Source: an optimization exercise on an open RTL-to-GDS flow (aim: small area, a short achievable clock period and few clock cycles). Production flows keep margins and buffers that such runs may drop. Where RTL was checked, it was by simulation tests only, not by an equivalence proof against the original. The clock input has no modelled driver; a real chip could not lean on it and would need a root buffer or a full tree. Power and IR drop assume default switching activity.

Design ULA, start of the top module:
module ULA (
    input clk,
    input reset,
    input [3:0] seletor,
    output saida,
    output [18:0] rom_addr,
    input [7:0] rom_data,
    output reg [18:0] ram_wraddr,
    output reg [7:0] ram_data,
    output reg ram_wren,
    output reg done
);
Size: ~0.0043 sq mm of cells after synthesis.
Settings: LEC_CHECK=0, CAP_MARGIN=20, CORE_MARGIN=2, CORE_UTILIZATION=40, PLACE_DENSITY=0.6, SETUP_SLACK_MARGIN=3.8, SLEW_MARGIN=20; clock period 6.0 ns.
standard.sh (not shown) runs the stock make flow with config.mk's settings and CLKGATE_MAP_FILE= SYNTH_SCRIPT=/design/flow/synth_recipe.tcl, a recipe that flattens the netlist after the stock synthesis.
==> flow/flow/run.sh <==
#!/bin/bash
# Layout flow: the standard ORFS flow, with plain buf_2 cells as the
# port buffers instead of the delay buffers buffer_ports picks by default.
set -euo pipefail
bash standard.sh "BUFFER_PORTS_ARGS=-buffer_cell sky130_fd_sc_hd__buf_2" finish > orfs_make.log 2>&1
Testbench counts at the start, summed over its fixed seeds: cycles 2,512,935.
Change:
==> flow/flow/run.sh (replaced) <==
#!/bin/bash
# Layout flow: the standard ORFS flow with two changes:
#  - synthesis maps adders through ABC like the rest of the logic instead of
#    extracting full/half adder cells first (ADDER_MAP_FILE empty);
#  - plain buf_2 cells as the port buffers instead of the delay buffers
#    buffer_ports picks by default.
set -euo pipefail
bash standard.sh \
  "ADDER_MAP_FILE=" \
  "BUFFER_PORTS_ARGS=-buffer_cell sky130_fd_sc_hd__buf_2" \
  finish > orfs_make.log 2>&1
Result: The new run produced a clean layout; worst setup slack degrades by 0.18 ns; power rises by 15%; routed wire length climbs by about 13%; first-iteration DRC count is higher by 36%; combinational power fell by about 10%; global-route usage is higher by 1.0 points.

---

Another version of the RTL of ULA (not shown whole).
For scale: roughly 630 cells after synthesis, roughly 92 flip-flops, ~63 I/O pins, roughly 4400 um2 of cells after synthesis.
Settings: LEC_CHECK=0, ABC_AREA=1, CAP_MARGIN=20, CORE_MARGIN=2, CORE_UTILIZATION=65, PLACE_DENSITY=0.8, SETUP_SLACK_MARGIN=4.05, SLEW_MARGIN=20; clock period 6.0 ns.
==> flow/flow/run.sh <==
#!/bin/bash
# Layout flow: the standard ORFS flow with three changes:
#  - synthesis maps adders through ABC like the rest of the logic instead of
#    extracting full/half adder cells first (ADDER_MAP_FILE empty);
#  - plain buf_2 cells as the port buffers instead of the delay buffers
#    buffer_ports picks by default;
#  - the clock tree is four clkbuf_16 cells driven by the clock port, each
#    driving the flip-flops nearest to it (flow/cts_hook.tcl replaces
#    TritonCTS's two-level H-tree).
set -euo pipefail
here=$(cd "$(dirname "$0")" && pwd)
CLKBUF_N=4 bash standard.sh \
  "ADDER_MAP_FILE=" \
  "BUFFER_PORTS_ARGS=-buffer_cell sky130_fd_sc_hd__buf_2" \
  "PRE_CTS_TCL=$here/cts_hook.tcl" \
  finish > orfs_make.log 2>&1
==> flow/flow/cts_hook.tcl <==
# Clock buffering in place of TritonCTS's H-tree: the clock port drives
# CLKBUF_N clkbuf_16 cells (1, 2 or 4), each placed at the centre of the
# flip-flops it drives; the flip-flops are split between them by position.
proc clock_tree_synthesis { args } {
  set nbuf 1
  if { [info exists ::env(CLKBUF_N)] } { set nbuf $::env(CLKBUF_N) }
  set block [ord::get_db_block]
  set clk_net [$block findNet clk]
  set master [[ord::get_db] findMaster sky130_fd_sc_hd__clkbuf_16]
  set sinks {}
  foreach it [$clk_net getITerms] {
    set loc [[$it getInst] getLocation]
    lappend sinks [list $it [lindex $loc 0] [lindex $loc 1]]
  }
  # split into groups: by x, then each half by y
  set groups [list $sinks]
  set axis 1
  while { [llength $groups] < $nbuf } {
    set ng {}
    foreach g $groups {
      set s [lsort -integer -index $axis $g]
      set h [expr {[llength $s] / 2}]
      lappend ng [lrange $s 0 [expr {$h - 1}]] [lrange $s $h end]
    }
    set groups $ng
    set axis [expr {3 - $axis}]
  }
  set i 0
  foreach g $groups {
    set buf [odb::dbInst_create $block $master clkbuf_root_$i]
    set net [odb::dbNet_create $block clknet_root_$i]
    $net setSigType CLOCK
    set sx 0; set sy 0
    foreach s $g {
      set it [lindex $s 0]
      $it disconnect
      $it connect $net
      set sx [expr {$sx + [lindex $s 1]}]; set sy [expr {$sy + [lindex $s 2]}]
    }
    [$buf findITerm A] connect $clk_net
    [$buf findITerm X] connect $net
    set n [llength $g]
    $buf setLocation [expr {$sx / $n}] [expr {$sy / $n}]
    $buf setPlacementStatus PLACED
    puts "clock buffer clkbuf_root_$i drives $n sinks"
    incr i
  }
  $clk_net setSigType CLOCK
}
Testbench counts at the start, summed over its fixed seeds: cycles 2,494,959.
Rerun with:
Settings changed: CORE_UTILIZATION 65 to 50, PLACE_DENSITY 0.8 to 0.7, SETUP_SLACK_MARGIN 4.05 to 4.1.
What happened:
- register-to-register slack improves by 0.03 ns
- total power is about the same
- worst setup slack improved by 0.040 ns
- wire length is about the same
- first-iteration DRC count came out lower by 21%
Rerun with:
Settings changed: CORE_UTILIZATION 50 to 65, PLACE_DENSITY 0.7 to 0.8, SETUP_SLACK_MARGIN 4.1 to 4.08.
Worst hold slack improves by 0.020 ns.
Routed wire length increases by about 2.3%.
Via count grows by about 0.4%.
Rerun with:
Settings changed: ABC_AREA 1 to 0, SETUP_SLACK_MARGIN 4.08 to 4.1.
After rerunning: The new run produced a clean layout. Synthesized cell count fell by about a fifth. First-iteration DRC count falls slightly. Critical path depth increases by 6. Sequential power goes down slightly. Area after synthesis came out lower by a few percent. Utilization went up by 3.8 points. Power shrinks slightly. Design area increases slightly. Worst setup slack is worse by 0.23 ns. Final cell count goes down by about a fifth.
No run of this note takes its clock network from TritonCTS; it comes from the design's own scripts or RTL.

---

Another version of the RTL of ULA (not shown whole).
Size in the first run: about 510 cells after synthesis, about 88 flip-flops, roughly 63 I/O pins.
clock: 6.0 ns
lec_check: 0
cap_margin: 20
core_margin: 2
core_utilization: 40
place_density: 0.6
setup_slack_margin: 3.6
slew_margin: 20
run.sh (not shown) runs the stock make flow with config.mk's settings and CLKGATE_MAP_FILE= SYNTH_SCRIPT=/design/flow/synth_recipe.tcl, a recipe that flattens the netlist after the stock synthesis.
Stock flow here: none of the scripts above is used.
The baseline went through all stages and came out clean.
Edit:
SETUP_SLACK_MARGIN = default   (was 3.6)
Worst setup slack is worse by 590 ps.
Sequential share of layout area climbs by 3.6 points.
Power climbs by a few percent.
Worst hold slack barely changes.
Cell area drops by roughly a tenth.
Via count drops by a few percent.
Global-route usage drops by 1.2 points.
Maximum frequency drops by about a fifth.
Wire length drops by roughly a tenth.
No run of this note included a check of the RTL's function; only the layout flow was run.

[port drivers added, routing unchanged]
Ports are ideal in the flow. The routed layouts listed here were re-timed in OpenROAD. Step 1, drivers: a clkbuf_16 drives clk and a buf_2 each remaining input, both assumed. Step 2, shift: input delay + t, output delay - t, t = (earliest + latest rising clock arrival at the registers) / 2. This alone moves slack from input paths to output paths. a / b / c = ideal ports / drivers / drivers and shift; a / b = the first two.
run	t (ns)	slack for setup (ns)	hold slack, ns	worst setup path at the end	slew at the worst register clock pin (ns)
the first run of note 1	0.399	3.800 / 3.783 / 3.384	0.417 / 0.417 / 0.417	input to register	0.09 / 0.09
the second run of note 1	0.378	3.615 / 3.614 / 3.236	0.399 / 0.399 / 0.399	input to register	0.07 / 0.07
the first run of note 2	0.233	4.069 / 3.989 / 3.957	0.400 / 0.400 / 0.400	input to register	0.09 / 0.09
the second run of note 2	0.230	4.110 / 4.031 / 3.975	0.378 / 0.378 / 0.378	input to register	0.09 / 0.09
the third run of note 2	0.232	4.108 / 4.029 / 3.997	0.398 / 0.398 / 0.398	input to register	0.09 / 0.09
the fourth run of note 2	0.230	3.878 / 3.918 / 3.689	0.393 / 0.393 / 0.393	input to register	0.09 / 0.09
the first run of note 3	0.370	3.458 / 3.458 / 3.166	0.429 / 0.429 / 0.429	input to register	0.06 / 0.06
the second run of note 3	0.375	2.864 / 2.864 / 2.583	0.427 / 0.427 / 0.427	input to register	0.07 / 0.07
After both steps setup and hold are still met in every run listed. For the first run of note 1, which loses most, drivers alone change the setup slack by -0.017 ns; drivers and shift together by -0.416 ns.
